This design comes from an exercise in tuning for small area on the open sky130 flow, not from production work.
Function was checked by simulation only, so behaviour that the tests miss may differ from the original.
Power figures rest on the tool's default switching activity, not on a simulated workload.

===== flow/design.v =====
module Processor(rst, CLK, regDisplay, proceed, LEDG, out);
	input rst, CLK;
	input [2:0] regDisplay;
	input [2:0] proceed;
	output [15:0] out;
	output [3:0] LEDG;
	localparam [5:0] R0 = 6'd0;
	localparam [5:0] C1 = 6'd1;
	localparam [5:0] C2 = 6'd2;
	localparam [5:0] C3 = 6'd3;
	localparam [5:0] C4 = 6'd4;
	localparam [5:0] C5 = 6'd5;
	localparam [5:0] F6A = 6'd6;
	localparam [5:0] F6W = 6'd7;
	localparam [5:0] D6 = 6'd8;
	localparam [5:0] D7 = 6'd9;
	localparam [5:0] D8 = 6'd10;
	localparam [5:0] T8 = 6'd11;
	localparam [5:0] T9 = 6'd12;
	localparam [5:0] T10 = 6'd13;
	localparam [5:0] E10 = 6'd14;
	localparam [5:0] E11 = 6'd15;
	localparam [5:0] E12 = 6'd16;
	localparam [5:0] E13 = 6'd17;
	localparam [5:0] E14A = 6'd18;
	localparam [5:0] E14W = 6'd19;
	localparam [5:0] M14 = 6'd20;
	localparam [5:0] M15 = 6'd21;
	localparam [5:0] M16 = 6'd22;
	localparam [5:0] W16 = 6'd23;
	localparam [5:0] W17 = 6'd24;
	localparam [5:0] W18 = 6'd25;
	localparam [5:0] W19A = 6'd26;
	localparam [5:0] W19W1 = 6'd27;
	localparam [5:0] W19W2 = 6'd28;
	localparam [5:0] S19FA = 6'd29;
	localparam [5:0] S19FW = 6'd30;
	localparam [5:0] S20F = 6'd31;
	localparam [5:0] S20L = 6'd32;
	localparam [5:0] S0 = 6'd33;
	localparam [5:0] S1 = 6'd34;
	localparam [5:0] S2 = 6'd35;
	localparam [5:0] S3 = 6'd36;
	localparam [5:0] S4 = 6'd37;
	localparam [5:0] S5 = 6'd38;
	localparam [5:0] S6 = 6'd39;
	localparam [5:0] S7 = 6'd40;
	localparam [5:0] S8 = 6'd41;
	localparam [5:0] S9 = 6'd42;
	localparam [5:0] S10 = 6'd43;
	localparam [5:0] S11 = 6'd44;
	localparam [5:0] S12 = 6'd45;
	localparam [5:0] S13 = 6'd46;
	localparam [5:0] S14 = 6'd47;
	localparam [5:0] S15 = 6'd48;
	localparam [5:0] S16 = 6'd49;
	localparam [5:0] S17 = 6'd50;
	localparam [5:0] S18 = 6'd51;
	localparam [5:0] S19 = 6'd52;
	reg [5:0] ph, nph;
	reg [13:0] k;
	reg nf;
	reg [2:0] rdp;
	always @(*) begin
		case (ph)
			R0: nph = C1;
			C1: nph = C2;
			C2: nph = C3;
			C3: nph = C4;
			C4: nph = C5;
			C5: nph = F6A;
			F6A: nph = (proceed == 3'd0) ? D6 : F6W;
			F6W: nph = (proceed == 3'd0) ? D6 : F6W;
			D6: nph = D7;
			D7: nph = D8;
			D8: nph = (proceed == 3'd1) ? T8 : D8;
			T8: nph = T9;
			T9: nph = T10;
			T10: nph = (proceed == 3'd2) ? E10 : T10;
			E10: nph = E11;
			E11: nph = E12;
			E12: nph = E13;
			E13: nph = E14A;
			E14A: nph = (proceed == 3'd3) ? M14 : E14W;
			E14W: nph = (proceed == 3'd3) ? M14 : E14W;
			M14: nph = M15;
			M15: nph = M16;
			M16: nph = (proceed == 3'd4) ? W16 : M16;
			W16: nph = W17;
			W17: nph = W18;
			W18: nph = W19A;
			W19A: nph = (proceed == 3'd5) ? S19FA : W19W1;
			W19W1: nph = (proceed == 3'd5) ? S19FW : W19W2;
			W19W2: nph = (proceed == 3'd5) ? S19FW : W19W2;
			S19FA: nph = S20F;
			S19FW: nph = S20F;
			S20F: nph = S0;
			S20L: nph = S0;
			S0: nph = (proceed == 3'd6) ? C1 : S1;
			S1: nph = S2;
			S2: nph = S3;
			S3: nph = S4;
			S4: nph = S5;
			S5: nph = S6;
			S6: nph = S7;
			S7: nph = S8;
			S8: nph = S9;
			S9: nph = S10;
			S10: nph = S11;
			S11: nph = S12;
			S12: nph = S13;
			S13: nph = S14;
			S14: nph = S15;
			S15: nph = S16;
			S16: nph = S17;
			S17: nph = S18;
			S18: nph = S19;
			S19: nph = S20L;
			default: nph = R0;
		endcase
	end
	always @(posedge CLK or negedge rst)
		if (!rst) begin
			ph <= R0;
			k <= 14'd0;
			nf <= 1'b0;
		end else begin
			ph <= nph;
			if (ph == F6A) k <= k + 14'd1;
			nf <= nf | k[2];
		end
	always @(posedge CLK)
		rdp <= regDisplay;
	function [15:0] IR1; input hz; input [4:0] q; input n;
		if (!hz) IR1 = 16'd0;
		else case (q)
			5'd0, 5'd10, 5'd11, 5'd12, 5'd13, 5'd14, 5'd15, 5'd18, 5'd19, 5'd20, 5'd21, 5'd22, 5'd23, 5'd24, 5'd25, 5'd26, 5'd27, 5'd28, 5'd29, 5'd30, 5'd31: IR1 = 16'd0;
			5'd1, 5'd6: IR1 = 16'd79;
			5'd2: IR1 = 16'd207;
			5'd3: IR1 = 16'd1920;
			5'd4: IR1 = 16'd3458;
			5'd5, 5'd7: IR1 = 16'd143;
			5'd8, 5'd9: IR1 = 16'd1984;
			5'd16: IR1 = 16'd8;
			5'd17: IR1 = 16'd15;
			default: IR1 = 0;
		endcase
	endfunction
	function [2:0] AL1; input hz; input [4:0] q; input n;
		if (!hz) AL1 = 3'd0;
		else case (q)
			5'd0, 5'd10, 5'd11, 5'd12, 5'd13, 5'd14, 5'd15, 5'd18, 5'd19, 5'd20, 5'd21, 5'd22, 5'd23, 5'd24, 5'd25, 5'd26, 5'd27, 5'd28, 5'd29, 5'd30, 5'd31: AL1 = 3'd0;
			5'd1, 5'd2, 5'd4, 5'd5, 5'd6, 5'd7, 5'd16, 5'd17: AL1 = 3'd1;
			5'd3: AL1 = 3'd2;
			5'd8: AL1 = 3'd3;
			5'd9: AL1 = 3'd4;
			default: AL1 = 0;
		endcase
	endfunction
	function [2:0] AL2; input hz; input [4:0] q; input n;
		if (!hz) AL2 = 3'd0;
		else case (q)
			5'd0, 5'd1, 5'd11, 5'd12, 5'd13, 5'd14, 5'd15, 5'd16, 5'd19, 5'd20, 5'd21, 5'd22, 5'd23, 5'd24, 5'd25, 5'd26, 5'd27, 5'd28, 5'd29, 5'd30, 5'd31: AL2 = 3'd0;
			5'd2, 5'd3, 5'd5, 5'd6, 5'd7, 5'd8, 5'd17, 5'd18: AL2 = 3'd1;
			5'd4: AL2 = 3'd2;
			5'd9: AL2 = 3'd3;
			5'd10: AL2 = 3'd4;
			default: AL2 = 0;
		endcase
	endfunction
	function [5:0] RF1; input hz; input [4:0] q; input n;
		if (!hz) RF1 = 6'd56;
		else case (q)
			5'd0: RF1 = (n ? 6'd56 : 6'd0);
			5'd1: RF1 = (n ? 6'd56 : 6'd32);
			5'd2: RF1 = (n ? 6'd57 : 6'd33);
			5'd3: RF1 = 6'd50;
			5'd4, 5'd5, 5'd6, 5'd7: RF1 = 6'd42;
			5'd8: RF1 = 6'd59;
			5'd9: RF1 = 6'd60;
			5'd10, 5'd11, 5'd12, 5'd13, 5'd14, 5'd15, 5'd16, 5'd17, 5'd18, 5'd19, 5'd20, 5'd21, 5'd22, 5'd23, 5'd24, 5'd25, 5'd26, 5'd27, 5'd28, 5'd29, 5'd30, 5'd31: RF1 = 6'd56;
			default: RF1 = 0;
		endcase
	endfunction
	function [5:0] RF2; input hz; input [4:0] q; input n;
		if (!hz) RF2 = 6'd56;
		else case (q)
			5'd0, 5'd1: RF2 = (n ? 6'd56 : 6'd0);
			5'd2: RF2 = (n ? 6'd56 : 6'd32);
			5'd3: RF2 = (n ? 6'd57 : 6'd33);
			5'd4: RF2 = 6'd50;
			5'd5, 5'd6, 5'd7, 5'd8: RF2 = 6'd42;
			5'd9: RF2 = 6'd59;
			5'd10: RF2 = 6'd60;
			5'd11, 5'd12, 5'd13, 5'd14, 5'd15, 5'd16, 5'd17, 5'd18, 5'd19, 5'd20, 5'd21, 5'd22, 5'd23, 5'd24, 5'd25, 5'd26, 5'd27, 5'd28, 5'd29, 5'd30, 5'd31: RF2 = 6'd56;
			default: RF2 = 0;
		endcase
	endfunction
	function [5:0] RP1; input hz; input [4:0] q; input n;
		if (!hz) RP1 = 6'd56;
		else case (q)
			5'd0, 5'd10, 5'd11, 5'd12, 5'd13, 5'd14, 5'd15, 5'd16, 5'd17, 5'd18, 5'd19, 5'd20, 5'd21, 5'd22, 5'd23, 5'd24, 5'd25, 5'd26, 5'd27, 5'd28, 5'd29, 5'd30, 5'd31: RP1 = 6'd56;
			5'd1: RP1 = (n ? 6'd56 : 6'd0);
			5'd2: RP1 = (n ? 6'd56 : 6'd32);
			5'd3: RP1 = (n ? 6'd58 : 6'd34);
			5'd4, 5'd5, 5'd6, 5'd7: RP1 = 6'd42;
			5'd8: RP1 = 6'd58;
			5'd9: RP1 = 6'd60;
			default: RP1 = 0;
		endcase
	endfunction
	function [2:0] WD1; input hz; input [4:0] q; input n;
		if (!hz) WD1 = 3'd0;
		else case (q)
			5'd0, 5'd10, 5'd11, 5'd12, 5'd13, 5'd14, 5'd15, 5'd16, 5'd17, 5'd18, 5'd19, 5'd20, 5'd21, 5'd22, 5'd23, 5'd24, 5'd25, 5'd26, 5'd27, 5'd28, 5'd29, 5'd30, 5'd31: WD1 = 3'd0;
			5'd1, 5'd6: WD1 = 3'd1;
			5'd2, 5'd8, 5'd9: WD1 = 3'd4;
			5'd3, 5'd4, 5'd5, 5'd7: WD1 = 3'd2;
			default: WD1 = 0;
		endcase
	endfunction
	function [2:0] WD2; input hz; input [4:0] q; input n;
		if (!hz) WD2 = 3'd0;
		else case (q)
			5'd0, 5'd1, 5'd11, 5'd12, 5'd13, 5'd14, 5'd15, 5'd16, 5'd17, 5'd18, 5'd19, 5'd20, 5'd21, 5'd22, 5'd23, 5'd24, 5'd25, 5'd26, 5'd27, 5'd28, 5'd29, 5'd30, 5'd31: WD2 = 3'd0;
			5'd2, 5'd7: WD2 = 3'd1;
			5'd3, 5'd9, 5'd10: WD2 = 3'd4;
			5'd4, 5'd5, 5'd6, 5'd8: WD2 = 3'd2;
			default: WD2 = 0;
		endcase
	endfunction
	wire hz = (k[13:5] == 9'd0);
	wire rpath = ~nf & hz & (k[4:0] == 5'd0);    
	wire g_ir0 = (ph == C4) || (ph == C5) || (ph == F6A);
	wire g_al2 = (ph == F6W) || (ph == D6) || (ph == D7) || (ph == D8) || (ph == T8) || (ph == T9) || (ph == T10) || (ph == E10) || (ph == E11) || (ph == E12) || (ph == E13) || (ph == E14A);
	wire g_r2 = (ph == F6W) || (ph == D6) || (ph == D7) || (ph == D8) || (ph == T8) || (ph == T9) || (ph == T10) || (ph == E10) || (ph == E11) || (ph == E12) || (ph == E13) || (ph == E14A) || (ph == E14W) || (ph == M14) || (ph == M15) || (ph == M16) || (ph == W16) || (ph == W17) || (ph == W18) || (ph == W19A);
	wire g_p1 = (ph == W19W1) || (ph == S19FA);
	wire g_w1 = (ph == W19W1) || (ph == W19W2) || (ph == S19FA) || (ph == S19FW) || (ph == S20F);
	wire g_w2 = (ph == W19A);
	wire [15:0] yIR = (g_ir0 && rpath) ? 16'h004F : IR1(hz, k[4:0], nf);
	wire [2:0] yAL = g_al2 ? AL2(hz, k[4:0], nf) : AL1(hz, k[4:0], nf);
	wire [5:0] yR = g_r2 ? RF2(hz, k[4:0], nf) : g_p1 ? RP1(hz, k[4:0], nf) : RF1(hz, k[4:0], nf);
	wire [2:0] yW = g_w2 ? WD2(hz, k[4:0], nf) : g_w1 ? WD1(hz, k[4:0], nf) : 3'd0;
	reg [3:0] L;
	always @(*) begin
		case (ph)
			R0, C2, C3, C4, C5, F6A, F6W, D6: L = 4'd0;
			C1: L = rpath ? 4'd0 : 4'd6;
			D7, D8, T8: L = 4'd1;
			T9, T10, E10: L = 4'd8;
			E11, E12, E13, E14A, E14W, M14: L = 4'd3;
			M15, M16, W16: L = 4'd4;
			W17, W18, W19A, W19W1, W19W2, S19FA, S19FW: L = 4'd5;
			S20F, S20L, S0, S1, S2, S3, S4, S5, S6, S7, S8, S9, S10, S11, S12, S13, S14, S15, S16, S17, S18, S19: L = 4'd6;
			default: L = 4'd0;
		endcase
	end
	reg [15:0] o;
	always @(*)
		case (rdp)
			3'd0: o = yIR;
			3'd1: o = {13'd0, yAL};
			3'd2: o = {15'd0, yR[5]};
			3'd3: o = {14'd0, yR[4:3]};
			3'd4: o = {13'd0, yR[2:0]};
			3'd5: o = {15'd0, yW[0]};
			3'd6: o = {15'd0, yW[1]};
			default: o = {15'd0, yW[2]};
		endcase
	assign out = o;
	assign LEDG = L;
endmodule

===== flow/run.sh =====
#!/bin/bash
# synth_recipe.tcl (not shown) runs the flow's synth.tcl, then flattens the netlist and writes it again
# the make line also repeats each setting of config.mk as NAME=value (left out here)
make -C /OpenROAD-flow-scripts/flow DESIGN_CONFIG=/design/flow/config.mk WORK_HOME=/design/flow/orfs CLKGATE_MAP_FILE= SYNTH_SCRIPT=/design/flow/synth_recipe.tcl finish

===== flow/constraint.sdc =====
create_clock -name core_clock -period 5.0 [get_ports {CLK}]
set_input_delay 1.0000 -clock core_clock [delete_from_list [all_inputs] [get_ports {CLK}]]
set_output_delay 1.0000 -clock core_clock [all_outputs]
set_load 0.01 [all_outputs]

===== flow/config.mk =====
export PLATFORM = sky130hd
export DESIGN_NAME = Processor
export DESIGN_NICKNAME = Processor
export VERILOG_FILES = /design/flow/design.v
export SDC_FILE = /design/flow/constraint.sdc
export NUM_CORES = 4
export LEC_CHECK = 0
export CAP_MARGIN = 20
export CORE_MARGIN = 2
export CORE_UTILIZATION = 40
export SLEW_MARGIN = 20

==> results.sh <==
export IMPL_synthArstFlopShare_pct=87.50
export IMPL_initial_utilization_pct=41.45
export IMPL_total_power_mw=1.770
export IMPL_root_buffer="clkbuf_8"
export IMPL_wl_met1_um=4007
export IMPL_crit_required_ns=4.00
export IMPL_clk_pin_slew_worst_paths_ns=0.08
export IMPL_final_core_util_pct=46.23
export IMPL_status="complete, no violations"
export IMPL_rows=30
export IMPL_totalNegativeSetupSlack_ns=0
export IMPL_synth_seq_area_share_pct=20.68
export IMPL_grt_use_total_pct=21.76
export IMPL_crit_chain="inv_1 -> ha_1 -> nor4b_2 -> a22oi_1 -> a2111oi_0 -> buf_4 -> nand2_1 -> o311ai_0 -> nand4_1 -> clkdlybuf4s50_1"
export IMPL_critPathSlowestCell="dfrtp_1"
export IMPL_powerDensity_nw_per_um2=560.6
export IMPL_setup_viol=0
export IMPL_critPathArrivalTime_ns=3.44
export IMPL_max_freq_ghz=0.2251
export IMPL_num_vias=3028
export IMPL_dr_pass1_iters=5
export IMPL_gp_congestion=0.9396
export IMPL_avgViaCountPerCell=6.192
export IMPL_max_cap_violations=0
export IMPL_die_w_um=88.14
export IMPL_grt_max_degree=23
export IMPL_clock_sink_count=24
export IMPL_worst_pin_slew_ns=0.9314
export IMPL_n_fill_cell=726
export IMPL_ys_flop_type="dfrtp_1"
export IMPL_antenna_found_initial=0
export IMPL_fin_crit_ns=4.442
export IMPL_fin_skew_ns=0.002536
export IMPL_drc=0
export IMPL_startpoint_type="flip-flop"
export IMPL_dp_cells=484
export IMPL_rsz0062_at_grt="false"
export IMPL_fin_nets=412
export IMPL_postCtsSetupRepairBufs=0
export IMPL_drive_above_1_share_pct=9.160
export IMPL_highest_layer="met4"
export IMPL_crit_fanout=13
export IMPL_finalCritPeriodShare_pct=88.83
export IMPL_syn_to_final_growth_pct=11.53
export IMPL_clk_insertion_delay_late_ns=0.26
export IMPL_netlist_area_um2=2831
export IMPL_layout_common_cells="nand2_1, a21oi_1, nor2_1, o21ai_0"
export IMPL_synth_warnings=1
export IMPL_antenna_cells=0
export IMPL_end_kind="output port"
export IMPL_path_class="flip-flop to output port"
export IMPL_vdd_ir_drop_max_mv=0.1781
export IMPL_cts_max_level=1
export IMPL_min_path_type="flip-flop to flip-flop"
export IMPL_holdBufCountCts=0
export IMPL_die_area_um2=7768
export IMPL_numCtsBuffers=3
export IMPL_hpwl_um=5973
export IMPL_grt_pass1_wl_um=13630
export IMPL_ctsResizeCount=0
export IMPL_avgSynthCellArea_um2=7.260
export IMPL_routed_wl_um=8171
export IMPL_pre_cts_ws_ns=0.8749
export IMPL_met2_length_um=3549
export IMPL_ant_nets=0
export IMPL_max_slew_margin_pct=37.33
export IMPL_overflow=0
export IMPL_slew_viol_final=0
export IMPL_drt_initial_drc_count=333
export IMPL_fin_cells=489
export IMPL_grt_pass1_vias=2691
export IMPL_cts_path_max_buffers=2
export IMPL_synth_edf_count=0
export IMPL_wl_met3_um=425
export IMPL_synth_cell_types=68
export IMPL_leakagePower_nw=1.267
export IMPL_cpPeakStageDelay_ns=0.53
export IMPL_die_h_um=88.14
export IMPL_final_common_cell="nand2_1"
export IMPL_final_critical_path_setup_slack_ns=0.5585
export IMPL_port_buffers=21
export IMPL_ys_seq_elements=24
export IMPL_wl_per_cell_um=16.71
export IMPL_cts_tree="built"
export IMPL_syn_inst=390
export IMPL_hold_viol=0
export IMPL_core_area_um2=6832
export IMPL_io_pins=28
[sequential cells by signal, indices dropped and copies added (netlist names)]
register,count
rdp,3
nf,1
k,14
ph,6
[where the power goes]
part / total, mW / switching [mW] / leakage, nW / internal, mW
logic: 1.31 / 0.768 / 0.933 / 0.545
registers: 0.327 / 0.0937 / 0.305 / 0.234
clock network: 0.130 / 0.0597 / 0.0288 / 0.0702
[kinds of logic after synthesis]
family | share of synthesized area (%)
buf+inv | 8.307
mux | 3.314
xor+xnor | 4.021
compound gates | 29.03
other cells | 0.1324
fa+ha+maj | 4.419
flops | 20.68
simple gates | 30.09
[final timing paths]
| check | startpoint | endpoint | slack (ns) | depth (start not counted) |
|---|---|---|---|---|
| min | k[13] | k[13] | 0.50 | 1 |
| min reg2reg | k[13] | k[13] | 0.50 | 1 |
| min in group asynchronous | rst | nf | 0.99 | 1 |
| max in group asynchronous | rst | k[11] | 3.60 | 2 |
| max reg2reg | ph[1] | k[13] | 2.34 | 7 |
| max | k[1] | out[0] | 0.56 | 10 |
[stage by stage]
step | hold WS, ns | area (µm²)
floorplan | 0.4464 | 2850
global placement | 0.4774 | 3088
detailed placement | 0.4820 | 3088
CTS | 0.4971 | 3143
global route | 0.5136 | 3158
finish | 0.4954 | 3158
[metal layers]
| metal | up-vias | GRT usage (%) |
|---|---|---|
| met2 | 131 | 31.89 |
| met5 | - | 0 |
| li1 | 1438 | - |
| met3 | 22 | 2.639 |
| met4 | 0 | 6.474 |
| met1 | 1437 | 33.22 |
[critical path: cells and delay by family (launching register included)]
| kind | cells | cell delay [ns] |
|---|---|---|
| flops | 1 | 0.53 |
| simple gates | 3 | 0.52 |
| fa+ha+maj | 1 | 0.37 |
| compound gates | 3 | 0.88 |
| buf+inv | 3 | 0.87 |
[cell usage after synthesis, drive strengths merged, types with 2 or more instances]
| master | number | share of area, % |
|---|---|---|
| o2bb2ai | 5 | 1.5 |
| buf | 18 | 3.5 |
| nand2 | 42 | 5.6 |
| a311oi | 2 | 0.62 |
| nand3b | 6 | 1.6 |
| o21bai | 3 | 0.80 |
| nand2b | 6 | 1.3 |
| nand4 | 10 | 2.2 |
| a31oi | 4 | 0.88 |
| a311o | 2 | 0.71 |
| a211o | 2 | 0.62 |
| a221oi | 4 | 1.2 |
| inv | 14 | 1.9 |
| clkbuf | 22 | 2.9 |
| or2 | 5 | 1.1 |
| o311ai | 2 | 0.62 |
| and3 | 6 | 1.3 |
| dfrtp | 21 | 19 |
| nor2b | 12 | 2.7 |
| mux2 | 3 | 1.2 |
| nor4 | 4 | 0.88 |
| o211ai | 5 | 1.3 |
| nor4b | 2 | 0.84 |
| mux2i | 6 | 2.1 |
| or3b | 2 | 0.62 |
| o21ai | 24 | 4.2 |
| nand3 | 16 | 2.8 |
| a21oi | 27 | 5.2 |
| o32ai | 2 | 0.62 |
| or3 | 5 | 1.1 |
| xnor2 | 9 | 2.8 |
| dfxtp | 3 | 2.1 |
| nor2 | 23 | 3.0 |
| a21o | 4 | 1.1 |
| o31ai | 4 | 1.1 |
| nor3b | 4 | 1.1 |
| or4 | 5 | 1.6 |
| o22ai | 7 | 1.5 |
| o2111ai | 2 | 0.62 |
| ha | 10 | 4.4 |
| a2111oi | 2 | 0.66 |
| nor3 | 9 | 1.8 |
| xor2 | 4 | 1.2 |
| a22oi | 7 | 1.9 |
[layout make-up]
type	count	area, µm²	area share (%)
inverters	14	52.55	1.664
multi-input cells	317	2029	64.26
repair buffers	34	315.3	9.984
flip-flops and latches	24	585.6	18.54
well taps	96	120.1	3.803
clock buffers	4	55.05	1.743

port drivers added, routing unchanged:
How much do the figures lean on ideal ports? The routed layout below was timed once more, with nothing changed but the port constraints. Step 1 assumes that a clkbuf_16 drives the clock port and a buf_2 every other input. Step 2 adds t to the input delays and takes it off the output delays; t is the mean of the earliest and latest rising clock arrival at the registers after step 1. Input paths then give back, and output paths get back, about the clock's delay inside the block. Three values: ideal, step 1, step 2; two values: the first two.
t, ns: 0.284
slack for setup (ns): 0.558 / 0.533 / 0.817
worst register clock-pin slew, ns: 0.08 / 0.08
cell pins on the clock port's net: 1
After both steps this run still meets setup and hold. For this run, drivers alone change the setup slack by -0.025 ns; drivers and shift together by +0.259 ns.
